Background: an optimization exercise with open tools, aiming at small area. Do not read the settings as production practice. In this exercise RTL edits were held to simulation tests only and were not proved equivalent to the original. Power is estimated from default activity; no workload was simulated.

job 2021:
## Decode_Queue
module Decode_Queue(
  input         clock,
  input         reset,
  input         io_clk,
  input         io_reset,
  input  [95:0] io_decoded_insn1,
  input  [95:0] io_decoded_insn2,
  input         io_wr_en1,
  input         io_wr_en2,
  input  [1:0]  io_pop_count,
  output [95:0] io_entry_out1,
  output [95:0] io_entry_out2,
  output        io_fifo_full,
  output        io_fifo_empty,
  output [3:0]  io_head_ptr,
  output [3:0]  io_tail_ptr,
  output [1:0]  io_out_count
);
export LEC_CHECK = 0
export CAP_MARGIN = 5
export CORE_MARGIN = 2
export CORE_UTILIZATION = 75
export SETUP_SLACK_MARGIN = 0.2
export SLEW_MARGIN = 5
export SYNTH_HIERARCHICAL = 1
create_clock -name core_clock -period 8.0 [get_ports {clock}]
standard.sh (not shown) runs the stock make flow with config.mk's settings and CLKGATE_MAP_FILE= SYNTH_SCRIPT=/design/flow/synth_recipe.tcl, a recipe that flattens the netlist after the stock synthesis.
==> flow/flow/run.sh <==
#!/bin/bash
# Standard layout, with the smallest buffer on the ports and a clock tree
# without dummy loads, built from clkbuf_4 buffers over clusters of up to 10 sinks.
set -euo pipefail
CTS="-sink_clustering_enable -repair_clock_nets -dont_use_dummy_load -buf_list {sky130_fd_sc_hd__clkbuf_4} -sink_clustering_size 10 -sink_clustering_max_diameter 40"
bash standard.sh "BUFFER_PORTS_ARGS=-buffer_cell sky130_fd_sc_hd__buf_1" "CTS_ARGS=$CTS" finish > make_finish.log 2>&1
The inputs of job 4101 differ from those of job 2021 as listed below.
==> flow/flow/run.sh <==
#!/bin/bash
# Standard layout, with the smallest buffer on the ports, a clock tree
# without dummy loads built from clkbuf_8 leaves over clusters of up to 16
# sinks, and downsizing of gates with positive slack after global routing.
set -euo pipefail
CTS="-sink_clustering_enable -repair_clock_nets -dont_use_dummy_load -buf_list {sky130_fd_sc_hd__clkbuf_8} -sink_clustering_size 16 -sink_clustering_max_diameter 50"
bash standard.sh "BUFFER_PORTS_ARGS=-buffer_cell sky130_fd_sc_hd__buf_1" "CTS_ARGS=$CTS" "RECOVER_POWER=100" finish > make_finish.log 2>&1
--- outcome ---
- The sole clean run among job 2021 and job 4101 is job 2021.
- Finished, but not clean: job 4101, with max-capacitance violations, max-slew violations.
- Taking job 2021 as the reference point, the area added between synthesis and finish of job 4101 rises by 0.30 points.
- Diff job 2021 -> job 4101 | insertion delay of the later-clocked pin in the worst-skew pair | decrease of 370 ps
- [compare] base=job 2021 new=job 4101: clock buffer count from CTS shows a reduction of 61, end-of-flow core utilization increased 0.23 points.
- In job 4101 relative to job 2021, first-iteration DRC count had gone up slightly.
The following lists how job 703 was set up differently from job 4101:
==> flow/flow/run.sh <==
#!/bin/bash
# Standard layout, with the smallest buffer on the ports and a clock tree
# without dummy loads, built from clkbuf_4 buffers over clusters of up to 9 sinks.
set -euo pipefail
CTS="-sink_clustering_enable -repair_clock_nets -dont_use_dummy_load -buf_list {sky130_fd_sc_hd__clkbuf_4} -sink_clustering_size 9 -sink_clustering_max_diameter 35"
bash standard.sh "BUFFER_PORTS_ARGS=-buffer_cell sky130_fd_sc_hd__buf_1" "CTS_ARGS=$CTS" finish > make_finish.log 2>&1
Notes after the runs:
Status job 4101: flow complete, layout not clean - max-capacitance violations, max-slew violations
Job 703 reached the final stage; the timing, DRC and antenna checks on its layout passed.
Compared with job 4101, in job 703 clock-buffer cell count has increased; layout cell share with drive strength beyond 1 has increased.
For combinational power, job 4101 and job 703 come out practically identical.
Relative to job 4101, the clock insertion delay at the later pin of the skew report of job 703 is higher by 320 ps.
On max-slew violation total from the final report: between job 703 and job 4101, it ends up lower for job 703.
Worst path buffer plus inverter count | job 703 above job 4101
Re power drawn by the clock network: job 703 is about 2% down on job 4101.
Power: job 703 < job 4101
Here is what was changed in the inputs of job 6540 compared with job 703.
==> flow/flow/run.sh <==
#!/bin/bash
# Standard layout, with the smallest buffer on the ports and a clock tree
# without dummy loads, built from clkbuf_8 leaves over clusters of up to 16 sinks.
set -euo pipefail
CTS="-sink_clustering_enable -repair_clock_nets -dont_use_dummy_load -buf_list {sky130_fd_sc_hd__clkbuf_8} -sink_clustering_size 16 -sink_clustering_max_diameter 50"
bash standard.sh "BUFFER_PORTS_ARGS=-buffer_cell sky130_fd_sc_hd__buf_1" "CTS_ARGS=$CTS" finish > make_finish.log 2>&1
--- a/flow/config.mk
+++ b/flow/config.mk
@@ -8,5 +8,5 @@
 export CAP_MARGIN = 5
 export CORE_MARGIN = 2
-export CORE_UTILIZATION = 75
+export CORE_UTILIZATION = 85
 export SETUP_SLACK_MARGIN = 0.2
 export SLEW_MARGIN = 5
==> summary.txt <==
Job 6540 finished every step from synthesis to the final layout, and the layout passed the timing, DRC and antenna checks.
Site row count, job 703 and job 6540, lower one = job 6540.
What job 703 reported for number of tap cells added at floorplan has to be multiplied by 0.892 to get the figure for job 6540.
Of job 6540 and job 703, it is job 6540 that has the lower cell count after placement.
Area growth from synthesis to layout across job 703 and job 6540: no real change.
Job 6540 — routed length on met1 about 8% lower, job 703 as reference
Taking job 703 as the reference, in job 6540 final cell area excluding filler cells flat; highest attainable clock frequency flat.

## what the ideal ports hide
How much do the figures lean on ideal ports? The routed layouts below were timed once more, with nothing changed but the port constraints. Step 1 sets driving cells, clkbuf_16 on the clock port and buf_2 on the other inputs (assumed; they add their load-dependent delay and slew). Step 2 adds t to the input delays and takes it off the output delays; t is the mean of the earliest and latest rising clock arrival at the registers after step 1. Input paths then give back, and output paths get back, about the clock's delay inside the block. a / b / c = ideal ports / drivers / drivers and shift; a / b = the first two.
run	shift t [ns]	slack for setup (ns)	worst setup path after step 2	clock arrival spread, ns	worst register clock-pin slew, ns
job 2021	1.175	0.937 / 0.864 / 1.233	input to output	0.121 / 0.120	0.12 / 0.12
job 4101	0.835	0.577 / 0.608 / -0.226	input to register	0.057 / 0.057	0.10 / 0.10
job 703	1.127	0.975 / 0.904 / 1.223	input to output	0.154 / 0.153	0.11 / 0.11
job 6540	0.853	0.991 / 0.920 / 1.042	input to output	0.092 / 0.092	0.11 / 0.11
For job 4101, which loses most, drivers alone change the setup slack by +0.031 ns; drivers and shift together by -0.803 ns.
